What follows belongs to an exercise in optimizing a design on an open flow for small area and a short achievable clock period; a production flow would make more cautious choices.
RTL that was checked went through simulation tests only; none was proved equivalent to the original.
No activity file was given, so power comes from the tool's default toggle rates.

run A:
==> flow/design.v (excerpt) <==
module div_signed(clock, clken, numer, denom, quotient, remain);
For scale: ~9800 cells after synthesis, roughly 130 I/O pins.
export LEC_CHECK = 0
export CAP_MARGIN = 20
export CORE_MARGIN = 2
export CORE_UTILIZATION = 40
export CTS_BUF_LIST = sky130_fd_sc_hd__clkbuf_8
export CTS_CLUSTER_SIZE = 30
export PLACE_DENSITY = 0.75
export SETUP_SLACK_MARGIN = 2.6
export SLEW_MARGIN = 20
create_clock -name core_clock -period 5.5 [get_ports {clock}]
standard.sh (not shown) runs the stock make flow with config.mk's settings and CLKGATE_MAP_FILE= SYNTH_SCRIPT=/design/flow/synth_recipe.tcl, a recipe that flattens the netlist after the stock synthesis.
==> flow/flow/run.sh <==
#!/bin/bash
# Own layout flow: the standard flow (standard.sh), with one change in
# synthesis: the combinational logic is mapped by ABC with a delay-driven
# script (flow/abc_map.script) instead of ORFS's default speed script, and no
# half/full adder cells are extracted before ABC, so that ABC sees the whole
# adder logic.  Registers are mapped exactly as in the standard synthesis.
set -euo pipefail
here=$(pwd)
flowdir=$(cd "$(dirname "${BASH_SOURCE[0]}")" && pwd)

# a copy of ORFS's scripts with the ABC script replaced
rm -rf "$here/scripts"
cp -r "$FLOW_HOME/scripts" "$here/scripts"
cp "$flowdir/abc_map.script" "$here/scripts/abc_speed.script"

# standard.sh with the changed scripts folder and no adder-cell map
sed -e "s|^make -C \(.*\) DESIGN_CONFIG=|make -C \1 SCRIPTS_DIR=$here/scripts ADDER_MAP_FILE= DESIGN_CONFIG=|" \
    "$here/standard.sh" > "$here/own_standard.sh"
grep -q "SCRIPTS_DIR=$here/scripts" "$here/own_standard.sh"

bash "$here/own_standard.sh" > "$here/make.log" 2>&1
==> flow/flow/abc_map.script <==
strash
dch
map -D 1500
buffer -c
topo
stime -c
upsize -c
dnsize -c
The inputs of run B differ from those of run A as listed below.
- removing PLACE_DENSITY (formerly 0.75)
- Per the final summary, run B finished and its layout is clean on timing, DRC and antenna.
- When the final numbers for run A and run B were put side by side, the switching portion of total power turned out to be greater in run B.
- Run A reports its startpoint of the most critical setup path as st[24].d[1] while run B reports st[27].d[1].
- From run B to run A, number of tap cells added at floorplan did not move at all.
- Via count of the first global-routing pass, run A and run B, lower one = run A.
- Compared with run A, in run B combined global-route utilization of all metal layers went up by 1.9 points, number of gates resized after CTS went up by 44, fraction of power consumed by the clock network went up by 0.6 points, first-pass GRT wire length went up by 12%, final area went up by about 0.8%.
- Worst-case hold slack: run A and run B compared, higher one is run A
What run C does differently from run B at the input level:
- CORE_UTILIZATION: 40 -> 50
- PLACE_DENSITY: unset -> 0.75
==> comparison <==
- Run C finished all stages; the layout is clean.
- Worst relative slew slack ended up 4.2 points lower on run C than on run B.
- Run B → run C: mean post-synth cell area has remained practically unchanged, instance count on the critical path -4.
- Run B reports its endpoint of the most critical setup path as st[28].r[2] while run C reports st[24].r[23].
- Run C against run B: multi-input combinational area share about even, final cell count lower, post-CTS setup buffer count went up 4, tap cell count has decreased.
- Final period demand of the worst path: run C higher than run B
- Summary of the comparison: cell area is lower in run C, relative to run B.
- Summary — met3 routed wirelength, run C relative to run B: higher, by 17%.
> inputs changed (run C -> run D)
- changing CORE_UTILIZATION from 50 to 40
- changing PLACE_DENSITY from 0.75 to 0.88
--- outcome ---
- In summary, run D completed successfully, with a layout that passed the timing, design-rule and antenna checks.
- Against run C, run D comes in 17000 um lower on wire length of the first global-routing pass.
- Run D vs run C, global routing usage on met3 went down by 0.89 points.
- Summary — post-layout minimum cycle time, run D relative to run C: lower, by 0.052 ns.
- Comparing the two runs side by side, run D comes out ahead of run C on internal power summed over all cells.
- Switching power as a share of total power delta for run D relative to run C: 0.43 points higher
Modified inputs, run E compared to run D
- changing PLACE_DENSITY from 0.88 to 0.75
==> flow/flow/abc_map.script <==
strash
dch
map -D 2000
buffer -c
topo
stime -c
upsize -c
dnsize -c
Findings:
When run E is set beside run D, its critical path depth turns out to be 6 larger.
NOTE: signal arrival time at the worst endpoint in run E exceeds that of run D
Compare run E and run D | worst setup slack after placement lower: run E
Run E has count of nets after finishing above what run D had.
Run E vs run D, worst hold slack went down by 0.039 ns.
Taking run D as the reference, in run E core utilization now sits higher, final standard cell count with taps included and fillers excluded rose 300.
Diff run D -> run E | combined area of the multi-input logic cells | increase of 510 um2

* * *

v42:
div_signed, a different RTL version from the one above (not shown whole).
Size in the first run: about 9800 cells after synthesis, about 0.11 mm^2 of cells after synthesis.
==> flow/config.mk <==
export PLATFORM = sky130hd
export DESIGN_NAME = div_signed
export DESIGN_NICKNAME = div_signed
export VERILOG_FILES = /design/flow/design.v
export SDC_FILE = /design/flow/constraint.sdc
export NUM_CORES = 4
export LEC_CHECK = 0
export CAP_MARGIN = 20
export CORE_MARGIN = 2
export CORE_UTILIZATION = 40
export CTS_BUF_LIST = sky130_fd_sc_hd__clkbuf_8
export CTS_CLUSTER_SIZE = 30
export PLACE_DENSITY = 0.75
export SETUP_SLACK_MARGIN = 2.6
export SLEW_MARGIN = 20
==> flow/constraint.sdc <==
create_clock -name core_clock -period 5.5 [get_ports {clock}]
set_input_delay 1.1000 -clock core_clock [delete_from_list [all_inputs] [get_ports {clock}]]
set_output_delay 1.1000 -clock core_clock [all_outputs]
set_load 0.01 [all_outputs]
==> flow/flow/abc_map.script <==
strash
dch
map -D 1500
buffer -c
topo
stime -c
upsize -c
dnsize -c
Scripts as last shown in full above: flow/flow/run.sh
diff inputs: v42 => v22
- PLACE_DENSITY removed (was 0.75)
Findings:
- For v22 and v42, there was not a single run that failed to finish clean.
- Changes observed in v22 relative to v42: total power of the final layout climbed 0.0023 W, sequential power flat, relative contribution of combinational cells to total power stayed essentially flat, power dissipated in the clock network has increased.
- Of v22 and v42, the higher count of buffers not belonging to the clock network in the layout belongs to v22.
Input-level comparison between v59 and v22:
- SLEW_MARGIN changed from 20 to 10
- CAP_MARGIN changed from 20 to 10
## What came out
- v59 has completed all stages; timing, DRC and antenna checks passed.
- Count of fill cells added during filler insertion of v22 is on par with v59.
- [compare] base=v22 new=v59: final worst-path cycle share went down; starting density of the core did not really move; count of cells resized by post-cts repair went up.
- Comparing v59 with v22, the net count of the mapped netlist came out essentially unchanged.
- Between v22 and v59, the design area figures differ only marginally.
Function was not checked in any run of this note: the RTL went through the layout flow alone.

* * *

div_signed, a different RTL version from the one above (not shown whole).
For scale: roughly 9400 cells after synthesis, roughly 110000 um2 of cells after synthesis.
export LEC_CHECK = 0
export CAP_MARGIN = 20
export CORE_MARGIN = 2
export CORE_UTILIZATION = 40
export CTS_BUF_LIST = sky130_fd_sc_hd__clkbuf_8
export CTS_CLUSTER_SIZE = 30
export SETUP_SLACK_MARGIN = 2.3
export SLEW_MARGIN = 20
create_clock -name core_clock -period 5.5 [get_ports {clock}]
Scripts as last shown in full above: flow/flow/run.sh, flow/flow/abc_map.script
The baseline finished but fails on capacitance limit, slew limit.
Change:
- SETUP_SLACK_MARGIN: 2.3 -> 2.6
What happened: The changed run passed the timing, design-rule and antenna checks. Routed wire length grows by 4.9%. First-iteration DRC count climbs by 0.81%. Setup slack gains 230 ps.
Change:
- SETUP_SLACK_MARGIN: 2.6 -> 2.85
The new run finished with timing, DRC and antenna clean.
Combinational power rises by about 25%.
Die area stays the same.
Global-route usage rises by 0.95 points.
Wire length rises by about 10%.
Sequential share of layout area falls by 3.7 points.
Via count rises by 4.6%.
Power rises by 2.7%.
Clock-buffer cell count is unchanged.
Worst setup slack gets better by 84 ps.
Design area rises by about 6%.
Change:
==> flow/flow/abc_map.script (replaced) <==
strash
dch
map -D 1200
buffer -c
topo
stime -c
upsize -c
dnsize -c
- SETUP_SLACK_MARGIN: 2.85 -> 2.6
Outcome:
- synthesized area is higher by 1.9%
- worst hold slack is better by 5.0 ps
- global-route usage hardly moves
- clock-buffer cell count is higher by 1
- design area is lower by 5.8%
- non-clock buffer count is lower by 526
- sequential power barely changes
- register-to-register slack is worse by 50 ps

* * *

== rev 12 ==
The RTL this note starts from:
==> flow/design.v <==
`timescale 1 ns / 1 ns
module div_signed(clock, clken, numer, denom, quotient, remain);
   input clock;
   input clken;
   input [31:0] numer;
   input [31:0] denom;
   output [31:0] quotient;
   output [31:0] remain;
   reg [31:0] quotient;
   reg [31:0] remain;
   reg [31:0] n0;
   reg [31:0] d0;
   always @(posedge clock)
     if (clken) begin
        n0 <= numer;
        d0 <= denom;
     end
   wire [31:0] an = n0[31] ? (~n0 + 32'd1) : n0;
   wire [31:0] ad = d0[31] ? (~d0 + 32'd1) : d0;
   wire        g1 = ~|ad[31:1] & (an[31] | ~ad[0]);
   reg [31:0]  d1;
   reg [0:0]   r1;
   reg [31:0]  nq1;    
   reg         sn1;    
   reg         sq1;    
   always @(posedge clock)
     if (clken) begin
        d1  <= ad;
        r1  <= g1 ? (an[31] ^ ad[0]) : an[31];
        nq1 <= {an[30:0], g1};
        sn1 <= n0[31];
        sq1 <= n0[31] ^ d0[31];
     end
   genvar j;
   generate
      for (j = 2; j <= 31; j = j + 1) begin : st
         wire [31:0]  dp;
         wire [j-2:0] rp;
         wire [31:0]  nqp;
         wire         snp, sqp;
         if (j == 2) begin : from1
            assign dp = d1;
            assign rp = r1;
            assign nqp = nq1;
            assign snp = sn1;
            assign sqp = sq1;
         end else begin : fromj
            assign dp = st[j-1].d;
            assign rp = st[j-1].r;
            assign nqp = st[j-1].nq;
            assign snp = st[j-1].sn;
            assign sqp = st[j-1].sq;
         end
         wire [j-1:0] rr = {rp, nqp[31]};
         wire [j:0]   df = {1'b0, rr} - {1'b0, dp[j-1:0]};
         wire         g  = ~|dp[31:j] & ~df[j];
         reg [31:0]  d;
         reg [j-1:0] r;
         reg [31:0]  nq;
         reg         sn, sq;
         always @(posedge clock)
           if (clken) begin
              d  <= dp;
              r  <= g ? df[j-1:0] : rr;
              nq <= {nqp[30:0], g};
              sn <= snp;
              sq <= sqp;
           end
      end
   endgenerate
   wire [31:0] dl  = st[31].d;
   wire [31:0] rl  = {st[31].r, st[31].nq[31]};
   wire [30:0] ql  = st[31].nq[30:0];
   wire [32:0] dfl = {1'b0, rl} - {1'b0, dl};
   wire        gl  = ~dfl[32];
   wire [31:0] ndf = dl - rl;           
   wire [31:0] nrl = ~rl + 32'd1;       
   wire [30:0] nql = ~ql + 31'd1;       
   always @(posedge clock)
     if (clken) begin
        remain <= st[31].sn ? (gl ? ndf : nrl) : (gl ? dfl[31:0] : rl);
        quotient <= st[31].sq ? (gl ? {~ql, 1'b1} : {nql, 1'b0}) : {ql, gl};
     end
endmodule
clock: 5.5 ns
lec_check: 0
cap_margin: 20
core_margin: 2
core_utilization: 40
setup_slack_margin: 3.0
slew_margin: 20
run.sh (not shown) runs the stock make flow with config.mk's settings and CLKGATE_MAP_FILE= SYNTH_SCRIPT=/design/flow/synth_recipe.tcl, a recipe that flattens the netlist after the stock synthesis.
Stock flow here: none of the scripts above is used.
Rev 12: full flow OK, the timing, design-rule and antenna checks passed
Setup changes, rev 12 to rev 13
Settings: a deleted SETUP_SLACK_MARGIN that had been 3.0.
Findings:
Taking rev 12 as the reference, in rev 13 wire length after detailed routing went down by about 20%, sequential cell count was more or less identical, net count of the mapped netlist was more or less identical.
Rev 13: number of clock buffer instances in the layout about 2.2% below rev 12
Wire length on met2: rev 13 < rev 12
Cell count: rev 13 lower than rev 12
Diff rev 12 -> rev 13 | total of fill cells in the finished design | up by a few percent
Depth of the worst register-to-register path across rev 13 and rev 12: no real change.
The run showing the greater wire length on met1 is rev 12.
Compared with rev 12, rev 13 shows a lower diode insertion count for antenna repair.

* * *

div_signed, a different RTL version from the one above (not shown whole).
For scale: ~9,200 cells after synthesis, roughly 2,700 flip-flops, roughly 130 I/O pins.
==> flow/config.mk <==
export PLATFORM = sky130hd
export DESIGN_NAME = div_signed
export DESIGN_NICKNAME = div_signed
export VERILOG_FILES = /design/flow/design.v
export SDC_FILE = /design/flow/constraint.sdc
export NUM_CORES = 4
export LEC_CHECK = 0
export CAP_MARGIN = 20
export CORE_MARGIN = 2
export CORE_UTILIZATION = 60
export SETUP_SLACK_MARGIN = 3.0
export SLEW_MARGIN = 20
==> flow/constraint.sdc <==
create_clock -name core_clock -period 5.5 [get_ports {clock}]
set_input_delay 1.1000 -clock core_clock [delete_from_list [all_inputs] [get_ports {clock}]]
set_output_delay 1.1000 -clock core_clock [all_outputs]
set_load 0.01 [all_outputs]
Change:
- CORE_UTILIZATION: 60 -> 40
The new run finished with timing, DRC and antenna clean; non-clock buffer count decreases by 51; core utilization goes down by 24 points; cell count climbs by 11%; clock-buffer cell count decreases by 1; total power increases by 0.99%; clock power grows by about 4%; setup slack is better by 0.23 ns; register-to-register slack improved by 0.23 ns; synthesized area does not change; clock skew rose by 0.0098 ns.
Change:
==> flow/flow/run.sh (new file) <==
#!/bin/bash
# Own layout flow: the standard flow (standard.sh), with one change in
# synthesis: the combinational logic is mapped by ABC with a delay-driven
# script (flow/abc_map.script) instead of ORFS's default speed script, and no
# half/full adder cells are extracted before ABC, so that ABC sees the whole
# adder logic.  Registers are mapped exactly as in the standard synthesis.
set -euo pipefail
here=$(pwd)
flowdir=$(cd "$(dirname "${BASH_SOURCE[0]}")" && pwd)

# a copy of ORFS's scripts with the ABC script replaced
rm -rf "$here/scripts"
cp -r "$FLOW_HOME/scripts" "$here/scripts"
cp "$flowdir/abc_map.script" "$here/scripts/abc_speed.script"

# standard.sh with the changed scripts folder and no adder-cell map
sed -e "s|^make -C \(.*\) DESIGN_CONFIG=|make -C \1 SCRIPTS_DIR=$here/scripts ADDER_MAP_FILE= DESIGN_CONFIG=|" \
    "$here/standard.sh" > "$here/own_standard.sh"
grep -q "SCRIPTS_DIR=$here/scripts" "$here/own_standard.sh"

bash "$here/own_standard.sh" > "$here/make.log" 2>&1
==> flow/flow/abc_map.script (new file) <==
strash
dch
map -D 1500
buffer -c
topo
stime -c
upsize -c
dnsize -c
==> flow/standard.sh (new file) <==
#!/bin/bash
# synth_recipe.tcl (not shown) runs the flow's synth.tcl, then flattens the netlist and writes it again
# the make line also repeats each setting of config.mk as NAME=value (left out here)
make -C /OpenROAD-flow-scripts/flow DESIGN_CONFIG=/design/flow/config.mk WORK_HOME=/design/flow/orfs CLKGATE_MAP_FILE= SYNTH_SCRIPT=/design/flow/synth_recipe.tcl "${@:-finish}"
- SETUP_SLACK_MARGIN: 3.0 -> 2.6
removed: flow/run.sh
Critical path depth falls by 3.
Non-clock buffer count went down by 402.
Clock power stays flat.
Maximum frequency climbs by about 30%.
Global-route usage is higher by 1.9 points.
Die area came out lower by 5.9%.

* * *

Starting RTL as in the previous note.
==> flow/config.mk <==
export PLATFORM = sky130hd
export DESIGN_NAME = div_signed
export DESIGN_NICKNAME = div_signed
export VERILOG_FILES = /design/flow/design.v
export SDC_FILE = /design/flow/constraint.sdc
export NUM_CORES = 4
export LEC_CHECK = 0
export CAP_MARGIN = 20
export CORE_MARGIN = 2
export CORE_UTILIZATION = 40
export CTS_BUF_LIST = sky130_fd_sc_hd__clkbuf_8
export SETUP_SLACK_MARGIN = 2.6
export SLEW_MARGIN = 20
==> flow/constraint.sdc <==
create_clock -name core_clock -period 5.5 [get_ports {clock}]
set_input_delay 1.1000 -clock core_clock [delete_from_list [all_inputs] [get_ports {clock}]]
set_output_delay 1.1000 -clock core_clock [all_outputs]
set_load 0.01 [all_outputs]
standard.sh (not shown) runs the stock make flow with config.mk's settings and CLKGATE_MAP_FILE= SYNTH_SCRIPT=/design/flow/synth_recipe.tcl, a recipe that flattens the netlist after the stock synthesis.
==> flow/flow/run.sh <==
#!/bin/bash
# Own layout flow: the standard flow (standard.sh), with one change in
# synthesis: the combinational logic is mapped by ABC with a delay-driven
# script (flow/abc_map.script) instead of ORFS's default speed script, and no
# half/full adder cells are extracted before ABC, so that ABC sees the whole
# adder logic.  Registers are mapped exactly as in the standard synthesis.
set -euo pipefail
here=$(pwd)
flowdir=$(cd "$(dirname "${BASH_SOURCE[0]}")" && pwd)

# a copy of ORFS's scripts with the ABC script replaced
rm -rf "$here/scripts"
cp -r "$FLOW_HOME/scripts" "$here/scripts"
cp "$flowdir/abc_map.script" "$here/scripts/abc_speed.script"

# standard.sh with the changed scripts folder and no adder-cell map
sed -e "s|^make -C \(.*\) DESIGN_CONFIG=|make -C \1 SCRIPTS_DIR=$here/scripts ADDER_MAP_FILE= DESIGN_CONFIG=|" \
    "$here/standard.sh" > "$here/own_standard.sh"
grep -q "SCRIPTS_DIR=$here/scripts" "$here/own_standard.sh"

bash "$here/own_standard.sh" > "$here/make.log" 2>&1
==> flow/flow/abc_map.script <==
strash
dch
map -D 1500
buffer -c
topo
stime -c
upsize -c
dnsize -c
The first run finished clean.
Edit:
--- a/flow/config.mk
+++ b/flow/config.mk
@@ -9,5 +9,4 @@
 export CORE_MARGIN = 2
 export CORE_UTILIZATION = 40
-export CTS_BUF_LIST = sky130_fd_sc_hd__clkbuf_8
-export SETUP_SLACK_MARGIN = 2.6
+export SETUP_SLACK_MARGIN = 3.0
 export SLEW_MARGIN = 20
Effect: The new run produced a clean layout; wire length rises by a little under a tenth; non-clock buffer count rises by 537; synthesized area stays the same; cell area rises by roughly a tenth; sequential cell count stays the same; hold slack gains 0.023 ns.

-- static timing again, ports no longer ideal --
No port has a modelled driver above. Below, the same layouts with a new extraction and two added sets of constraints.
Step 1 sets driving cells, clkbuf_16 on the clock port and buf_2 on the other inputs (assumed; they add their load-dependent delay and slew).
Step 2 moves the port delays by t, midway between the first and last clock arrival at a register: inputs arrive t later, outputs are due t later. That takes back most of the time a late clock gives input paths.
Slacks: ideal ports / drivers / drivers and shift; pairs: ideal ports / drivers.
run | t, ns | setup WS [ns] | worst data-port slew with drivers (ns)
run A | 1.022 | 2.664 / 2.659 / 1.740 | 0.08
run B | 1.066 | 2.629 / 2.629 / 1.957 | 0.10
run C | 1.121 | 2.564 / 2.564 / 1.707 | 0.08
run D | 1.012 | 2.616 / 2.616 / 1.849 | 0.08
run E | 1.067 | 2.443 / 2.443 / 1.918 | 0.08
v42 | 1.012 | 2.634 / 2.634 / 1.942 | 0.10
v22 | 1.064 | 2.597 / 2.597 / 1.967 | 0.08
v59 | 1.066 | 2.631 / 2.592 / 1.937 | 0.08
the first run of note 3 | 1.049 | 2.396 / 2.342 / 2.376 | 0.09
the second run of note 3 | 1.059 | 2.624 / 2.624 / 2.364 | 0.09
the third run of note 3 | 1.065 | 2.708 / 2.683 / 2.354 | 0.09
the fourth run of note 3 | 1.136 | 2.609 / 2.515 / 2.297 | 0.08
rev 12 | 0.967 | 1.801 / 1.801 / 1.801 | 0.08
rev 13 | 0.901 | 0.923 / 0.923 / 0.923 | 0.08
the first run of note 5 | 1.003 | 1.554 / 1.554 / 1.554 | 0.08
the second run of note 5 | 0.961 | 1.787 / 1.787 / 1.787 | 0.08
the third run of note 5 | 0.974 | 2.612 / 2.578 / 2.218 | 0.10
the first run of note 6 | 1.142 | 2.607 / 2.607 / 2.206 | 0.11
the second run of note 6 | 0.972 | 2.610 / 2.610 / 2.201 | 0.11
The setup slack of run A, which loses most, moves by -0.005 ns with the drivers and by -0.924 ns with both steps.
